Source: an optimization exercise on an open RTL-to-GDS flow (aim: small area). Production flows keep margins and buffers that such runs may drop. Only simulation tests tie the RTL to the original design; equivalence was not proved. Power and IR drop assume default switching activity. The clock port is modelled as an ideal driver; clocking choices that lean on that would not hold on a real chip.

==> run H: inputs <==
==> flow/design.v <==
module mkGreyscale(rgb_in, gry_out);
  input  [23 : 0] rgb_in;
  output [7 : 0] gry_out;
  wire [7 : 0] r = rgb_in[23:16], g = rgb_in[15:8], b = rgb_in[7:0];
  wire [8 : 0] c1, c2;
  wire [7 : 0] s1, s2;
  assign c1[1] = g[0] & b[0];
  genvar i;
  generate
    for (i = 1; i < 8; i = i + 1) begin : add1
      assign s1[i]   = g[i] ^ b[i] ^ c1[i];
      assign c1[i+1] = (g[i] & b[i]) | (c1[i] & (g[i] ^ b[i]));
    end
  endgenerate
  wire [7 : 0] h = {c1[8], s1[7:1]};
  assign c2[1] = h[0] & r[0];
  generate
    for (i = 1; i < 8; i = i + 1) begin : add2
      assign s2[i]   = h[i] ^ r[i] ^ c2[i];
      assign c2[i+1] = (h[i] & r[i]) | (c2[i] & (h[i] ^ r[i]));
    end
  endgenerate
  assign gry_out = {c2[8], s2[7:1]};
endmodule
module mkThreshold(gry_in, threshold, bin_out);
  input  [7 : 0] gry_in;
  input  [7 : 0] threshold;
  output bin_out;
  wire [8 : 0] c;
  assign c[0] = 1'b1;
  genvar i;
  generate
    for (i = 0; i < 8; i = i + 1) begin : cmp
      assign c[i+1] = (gry_in[i] & ~threshold[i]) | (c[i] & (gry_in[i] | ~threshold[i]));
    end
  endgenerate
  assign bin_out = c[8];
endmodule
module mkBlur(CLK, RST_N, ready, seen, working, sh, sh_n, phase, bin_in, blur_out);
  input  CLK;
  input  RST_N;
  input  ready;
  input  seen;
  input  working;
  input  sh;
  input  sh_n;
  input  phase;
  input  bin_in;
  output [3 : 0] blur_out;
  reg [638 : 0] lastRow;
  reg [1 : 0]   lastPxl;
  wire row_bit = sh && seen && (lastRow[638] ^ phase);
  assign blur_out = working ? { row_bit, lastPxl, bin_in } :
                    ready   ? {4{bin_in}} : 4'd0;
  always @(posedge CLK)
  begin
    lastRow <= ~((lastRow | {639{sh}}) &
                 ({lastRow[637 : 0], bin_in ^ phase} | {639{sh_n}}));
    if (!RST_N)
      lastPxl <= 2'd0;
    else if (working)
      lastPxl <= { bin_in, lastPxl[1] };
  end
endmodule
module mkEdge(CLK, ready, seen, working, sh, sh_n, phase, vde, bin_in, bin_out);
  input  CLK;
  input  ready;
  input  seen;
  input  working;
  input  sh;
  input  sh_n;
  input  phase;
  input  vde;
  input  bin_in;
  output bin_out;
  reg [638 : 0] lastRow;
  wire row_bit = sh && seen && (lastRow[638] ^ phase);
  assign bin_out = ready && (working ? (vde && row_bit && !bin_in) : bin_in);
  always @(posedge CLK)
    lastRow <= ~((lastRow | {639{sh}}) &
                 ({lastRow[637 : 0], bin_in ^ phase} | {639{sh_n}}));
endmodule
module mkMix(CLK,
	     RST_N,
	     bin_in,
	     rgb_in,
	     rgb_out);
  input  CLK;
  input  RST_N;
  input  bin_in;
  input  [23 : 0] rgb_in;
  output [23 : 0] rgb_out;
  wire [23 : 0] rgb_out;
  wire [7 : 0] blue__wget, green__wget, red__wget;
  assign rgb_out = { red__wget, green__wget, blue__wget } ;
  assign red__wget = bin_in ? 8'd255 : { 2'd0, rgb_in[23:18] } ;
  assign green__wget = bin_in ? 8'd255 : { 2'd0, rgb_in[15:10] } ;
  assign blue__wget = bin_in ? 8'd255 : { 2'd0, rgb_in[7:2] } ;
endmodule   
module filters
(
	CLK,
	RST,
	HSync,
	VDE,
	Display,
	RGBin,
	Threshold,
	ProcessOut,
	DisplayOut
);
input         CLK;
input         RST;
input         HSync;
input         VDE;
input  [ 5:0] Display;
input  [23:0] RGBin;
input  [ 7:0] Threshold;
output        ProcessOut;
output [23:0] DisplayOut;
	wire [ 7:0] greyOut;
	wire        thresh1Out;
	wire [ 3:0] blur4;
	wire [ 7:0] blurOut = {2{blur4}};
	wire        thresh2Out = &blur4;
	wire        edgeOut;
	wire [23:0] mixOut;
	reg hSyncLast, hSyncLast2, hClk;
	always @(posedge CLK)
	begin
		hSyncLast  <= VDE;
		hSyncLast2 <= hSyncLast;
		hClk       <= hSyncLast && !hSyncLast2;
	end
	localparam [9:0] X0   = 10'b0000000001;
	localparam [9:0] X320 = 10'b1001100000;
	localparam [9:0] X959 = 10'b0000111000;
	localparam [9:0] X960 = 10'b0001110000;
	localparam [9:0] X961 = 10'b0011100001;
	reg        seen, working, sh, sh_n, phase;
	reg  [9:0] x;
	wire       ready   = |x;
	wire       at320   = x == X320;
	wire       at959   = x == X959;
	wire       at960   = x == X960;
	wire [9:0] x_next  = hClk ? X0 : (x == X961) ? x : {x[8:0], x[9] ^ x[6]};
	wire       sh_next = at320 || (sh && !at959);
	always @(posedge CLK)
	begin
		if (!RST) begin
			seen    <= 1'b0;
			working <= 1'b0;
			sh      <= 1'b0;
			sh_n    <= 1'b1;
			phase   <= 1'b0;
			x       <= 10'd0;
		end else begin
			if (hClk && ready) seen <= 1'b1;
			if (at960) working <= 1'b0;
			else if (at320) working <= 1'b1;
			sh      <= sh_next;
			sh_n    <= !sh_next;
			phase   <= !phase;
			x       <= x_next;
		end
	end
	wire s54   = Display[5] | Display[4];
	wire s3    = !s54 && Display[3];
	wire s2    = !s54 && !Display[3] && Display[2];
	wire s1    = !s54 && !Display[3] && !Display[2] && Display[1];
	wire s0    = !s54 && !Display[3] && !Display[2] && !Display[1] && Display[0];
	wire snone = !s54 && !Display[3] && !Display[2] && !Display[1] && !Display[0];
	wire       common = (s54 && edgeOut) || (s3 && thresh2Out) || (s1 && thresh1Out);
	wire [7:0] chan   = {8{common}} | ({8{s2}} & blurOut) | ({8{s0}} & greyOut);
	assign ProcessOut = chan[7] || (snone && greyOut[7]);
	assign DisplayOut = {3{chan}} | ({24{snone}} & RGBin) |
	                    ({24{Display[5]}} & {2'b00, RGBin[23:18], 2'b00, RGBin[15:10], 2'b00, RGBin[7:2]});
	mkGreyscale Greyscale (
		.rgb_in     (RGBin),
		.gry_out    (greyOut)
	);
	mkThreshold Threshold1 (
		.threshold  (Threshold),
		.gry_in     (greyOut),
		.bin_out    (thresh1Out)
	);
	mkBlur Blur (
		.CLK        (CLK),
		.RST_N      (RST),
		.ready      (ready),
		.seen       (seen),
		.working    (working),
		.sh         (sh),
		.sh_n       (sh_n),
		.phase      (phase),
		.bin_in     (thresh1Out),
		.blur_out   (blur4)
	);
	mkEdge Edge (
		.CLK        (CLK),
		.ready      (ready),
		.seen       (seen),
		.working    (working),
		.sh         (sh),
		.sh_n       (sh_n),
		.phase      (phase),
		.vde        (VDE),
		.bin_in     (thresh2Out),
		.bin_out    (edgeOut)
	);
	mkMix Mix (
		.bin_in     (edgeOut),
		.rgb_in     (RGBin),
		.rgb_out    (mixOut)
	);
endmodule
==> flow/flow/run.sh <==
#!/bin/bash
set -euo pipefail
export BUFFER_PORTS_ARGS="-buffer_cell sky130_fd_sc_hd__buf_1"
export CTS_ARGS="-sink_clustering_enable -repair_clock_nets -dont_use_dummy_load -buf_list sky130_fd_sc_hd__clkbuf_16 -sink_clustering_size 35 -sink_clustering_max_diameter 100"
bash standard.sh > standard.log 2>&1
==> flow/standard.sh <==
#!/bin/bash
# synth_recipe.tcl (not shown) runs the flow's synth.tcl, then flattens the netlist and writes it again
# the make line also repeats each setting of config.mk as NAME=value (left out here)
make -C /OpenROAD-flow-scripts/flow DESIGN_CONFIG=/design/flow/config.mk WORK_HOME=/design/flow/orfs CLKGATE_MAP_FILE= SYNTH_SCRIPT=/design/flow/synth_recipe.tcl "${@:-finish}"
==> flow/config.mk <==
export PLATFORM = sky130hd
export DESIGN_NAME = filters
export DESIGN_NICKNAME = filters
export VERILOG_FILES = /design/flow/design.v
export SDC_FILE = /design/flow/constraint.sdc
export NUM_CORES = 4
export LEC_CHECK = 0
export CAP_MARGIN = 20
export CORE_MARGIN = 2
export CORE_UTILIZATION = 70
export PLACE_DENSITY = 0.8
export SLEW_MARGIN = 20
==> flow/constraint.sdc <==
create_clock -name core_clock -period 12.0 [get_ports {CLK}]
set_input_delay 2.4000 -clock core_clock [delete_from_list [all_inputs] [get_ports {CLK}]]
set_output_delay 2.4000 -clock core_clock [all_outputs]
set_load 0.01 [all_outputs]
==> inputs of run E, as changes to run H <==
==> flow/flow/run.sh (replaced) <==
#!/bin/bash
# The standard layout (standard.sh) with three changes:
#  - after the standard synthesis, the combinational logic is mapped again
#    by ABC for area (flow/reopt.tcl); the flip-flops are left as they are;
#  - the ports are buffered with the smallest buffer cell, buf_1, instead of
#    the cell buffer_ports picks by default;
#  - clock tree synthesis puts up to 33 flip-flops (within 90 um) on each
#    leaf clkbuf_16, uses clkbuf_8 for the root and the few buffers above
#    the leaves, and inserts no dummy loads.
# Each tool's full output goes to a log file in this folder (synth.log,
# reopt.log, standard.log); ORFS writes each step's own log under orfs/logs/.
set -euo pipefail
export BUFFER_PORTS_ARGS="-buffer_cell sky130_fd_sc_hd__buf_1"
export CTS_ARGS="-sink_clustering_enable -repair_clock_nets -buf_list sky130_fd_sc_hd__clkbuf_16 -sink_clustering_size 33 -sink_clustering_max_diameter 90 -root_buf sky130_fd_sc_hd__clkbuf_8 -tree_buf sky130_fd_sc_hd__clkbuf_8 -dont_use_dummy_load"
bash standard.sh synth > synth.log 2>&1
R=orfs/results/$FLOW_PLATFORM/filters/base
cp $R/1_2_yosys.v standard_synth.v
export REOPT_LIB=$FLOW_HOME/platforms/$FLOW_PLATFORM/lib/sky130_fd_sc_hd__tt_025C_1v80.lib
export REOPT_IN=$PWD/standard_synth.v
export REOPT_OUT=$PWD/reopt.v
export REOPT_ABC=$PWD/flow/area.abc
export DONT_USE_CELLS="$(sed -n '/DONT_USE_CELLS += /,/^#/p' $FLOW_HOME/platforms/$FLOW_PLATFORM/config.mk | grep -o 'sky130_fd_sc_hd__[a-z0-9_]*' | tr '\n' ' ')"
yosys -c flow/reopt.tcl > reopt.log 2>&1
cp reopt.v $R/1_2_yosys.v
touch $R/1_2_yosys.v
rm -f $R/1_synth.odb $R/1_synth.sdc
bash standard.sh > standard.log 2>&1
==> flow/flow/area.abc (new file) <==
strash; &get -n; &deepsyn -T 60; &put; dch -f; amap; topo
==> flow/flow/reopt.tcl (new file) <==
# Re-map the combinational logic of the standard synthesis netlist for area.
# Flip-flops (names, cells and connections), full adders and the line-buffer
# gates are kept as they are; every other cell is read as its liberty
# function and mapped again by ABC with an area-oriented script.
yosys -import
set lib $::env(REOPT_LIB)
set dont_use {}
foreach c $::env(DONT_USE_CELLS) { lappend dont_use -dont_use $c }
read_liberty -ignore_miss_func -overwrite $lib
read_verilog $::env(REOPT_IN)
hierarchy -top $::env(FLOW_TOP)
setattr -mod -set keep_hierarchy 1 sky130_fd_sc_hd__dfxtp_1 sky130_fd_sc_hd__fa_1 sky130_fd_sc_hd__ha_1 sky130_fd_sc_hd__o22ai_1 sky130_fd_sc_hd__conb_1
flatten
simplemap
yosys rename -hide w:_*_.*
opt_clean -purge
select -module $::env(FLOW_TOP)
abc -liberty $lib {*}$dont_use -script $::env(REOPT_ABC)
select -clear
read_liberty -lib -overwrite $lib
opt_clean -purge
splitnets
opt_clean -purge
hilomap -singleton -hicell sky130_fd_sc_hd__conb_1 HI -locell sky130_fd_sc_hd__conb_1 LO
insbuf -buf sky130_fd_sc_hd__buf_4 A X
check
stat -liberty $lib
write_verilog -noattr -noexpr -nohex -nodec $::env(REOPT_OUT)
Settings changed: CAP_MARGIN 20 to 10, SLEW_MARGIN 20 to 10.
==> inputs of run B, as changes to run H <==
--- a/flow/design.v
+++ b/flow/design.v
@@ -138,15 +138,16 @@
 	localparam [9:0] X960 = 10'b0001110000;
 	localparam [9:0] X961 = 10'b0011100001;
-	reg        seen, working, sh, sh_n, phase;
+	reg        ready, seen, working, sh, sh_n, phase;
 	reg  [9:0] x;
-	wire       ready   = |x;
-	wire       at320   = x == X320;
-	wire       at959   = x == X959;
-	wire       at960   = x == X960;
-	wire [9:0] x_next  = hClk ? X0 : (x == X961) ? x : {x[8:0], x[9] ^ x[6]};
-	wire       sh_next = at320 || (sh && !at959);
+	wire       at320  = x == X320;
+	wire       at959  = x == X959;
+	wire       at960  = x == X960;
+	wire       inc    = VDE && !hClk && ready && x != X961;
+	wire [9:0] x_next = inc ? {x[8:0], x[9] ^ x[6]} : (hClk && ready) ? X0 : x;
+	wire       sh_next = at320 || (sh && !(at959 && inc));
 	always @(posedge CLK)
 	begin
 		if (!RST) begin
+			ready   <= 1'b0;
 			seen    <= 1'b0;
 			working <= 1'b0;
@@ -154,6 +155,7 @@
 			sh_n    <= 1'b1;
 			phase   <= 1'b0;
-			x       <= 10'd0;
+			x       <= X0;
 		end else begin
+			if (hClk) ready <= 1'b1;
 			if (hClk && ready) seen <= 1'b1;
 			if (at960) working <= 1'b0;
==> flow/run.sh (new file) <==
#!/bin/bash
# synth_recipe.tcl (not shown) runs the flow's synth.tcl, then flattens the netlist and writes it again
# the make line also repeats each setting of config.mk as NAME=value (left out here)
make -C /OpenROAD-flow-scripts/flow DESIGN_CONFIG=/design/flow/config.mk WORK_HOME=/design/flow/orfs CLKGATE_MAP_FILE= SYNTH_SCRIPT=/design/flow/synth_recipe.tcl finish
Settings changed: CTS_BUF_LIST from default to sky130_fd_sc_hd__clkbuf_16, CTS_CLUSTER_DIAMETER from default to 80, CTS_CLUSTER_SIZE from default to 30.
removed: flow/flow/run.sh
removed: flow/standard.sh
==> run notes <==
Setup skew after layout: run B 0.02061 ns; run E 0.08823 ns; run H 0.05724 ns
Fraction of post-synthesis cell area in the top cell type by area: run B 0.7111; run E -; run H 0.7129
Ys flop type: run B sky130_fd_sc_hd__dfxtp_1; run E -; run H sky130_fd_sc_hd__dfxtp_1
Wire length on met3: run B 1103 µm; run E 1490 µm; run H 1490 µm
Die span in y: run B 232.6 µm; run E 228.0 µm; run H 232.2 µm
Run status: run B complete, no violations; run E complete, no violations; run H complete, no violations
Met1 Use GR: run B 0.2910; run E 0.2972; run H 0.2633
Capturing instance or port of the critical path: run B ProcessOut; run E DisplayOut[2]; run H DisplayOut[7]
Net switching share of the total power: run B 0.2170; run E 0.2185; run H 0.1941
Distinct cell type count after synthesis: run B 48; run E -; run H 44
Stages on the worst setup path: run B 17; run E 24; run H 18
Pwr Total: run B 7.644 mW; run E 7.484 mW; run H 6.211 mW
Depth of the worst register-to-register path: run B 5; run E 4; run H 5
Number of global-route vias before repair: run B 20,526; run E 20,732; run H 20,834
Total via count after detailed routing: run B 22,117; run E 21,947; run H 22,128
Fraction of met3 tracks used by global routing: run B 0.02475; run E 0.03150; run H 0.02431
Pre-CTS setup slack: run B 0.4498 ns; run E 0.5904 ns; run H 1.331 ns
Clock root buffer: run B sky130_fd_sc_hd__clkbuf_16; run E sky130_fd_sc_hd__clkbuf_8; run H sky130_fd_sc_hd__clkbuf_16
Number of buffers added by the clock tree synthesis step: run B 49; run E 46; run H 43
First-iteration detailed-routing DRC count: run B 1,296; run E 1,453; run H 1,295
Internal portion of total power: run B 5.985 mW; run E 5.849 mW; run H 5.006 mW
Post-route clock period utilization: run B 0.9618; run E 0.9504; run H 0.8850
Mapped Nets: run B 3,128; run E 2,817; run H 3,123
Initial Utilization: run B 0.7099; run E 0.7047; run H 0.7091
Count of state elements after synthesis: run B 1,299; run E -; run H 1,298
Part of the power in the clock network: run B 0.254; run E 0.240; run H 0.287
Combinational-cell power consumption: run B 0.525 mW; run E 0.496 mW; run H 0.119 mW

## re-timing with driven ports
The results above use ideal ports. As a check the final layouts listed here were re-extracted and re-timed, cells and wires unchanged.
Step 1 sets driving cells, clkbuf_16 on the clock port and buf_2 on the other inputs (assumed; they add their load-dependent delay and slew).
Step 2 adds t to the input delays and takes it off the output delays; t is the mean of the earliest and latest rising clock arrival at the registers after step 1. Input paths then give back, and output paths get back, about the clock's delay inside the block.
Three values: ideal ports, drivers, drivers and shift; two values: the first two.
run	t (ns)	setup slack, ns	hold WS [ns]	clock arrival spread, ns
run H	0.641	1.380 / 1.350 / 1.350	0.347 / 0.347 / 0.347	0.064 / 0.064
run E	0.754	0.596 / 0.572 / 0.572	0.365 / 0.365 / 0.365	0.091 / 0.091
run B	0.664	0.458 / 0.418 / 0.418	0.356 / 0.356 / 0.356	0.024 / 0.024
After both steps every run listed still meets setup and hold. For run B, which loses most, drivers alone change the setup slack by -0.040 ns; drivers and shift together by -0.040 ns.
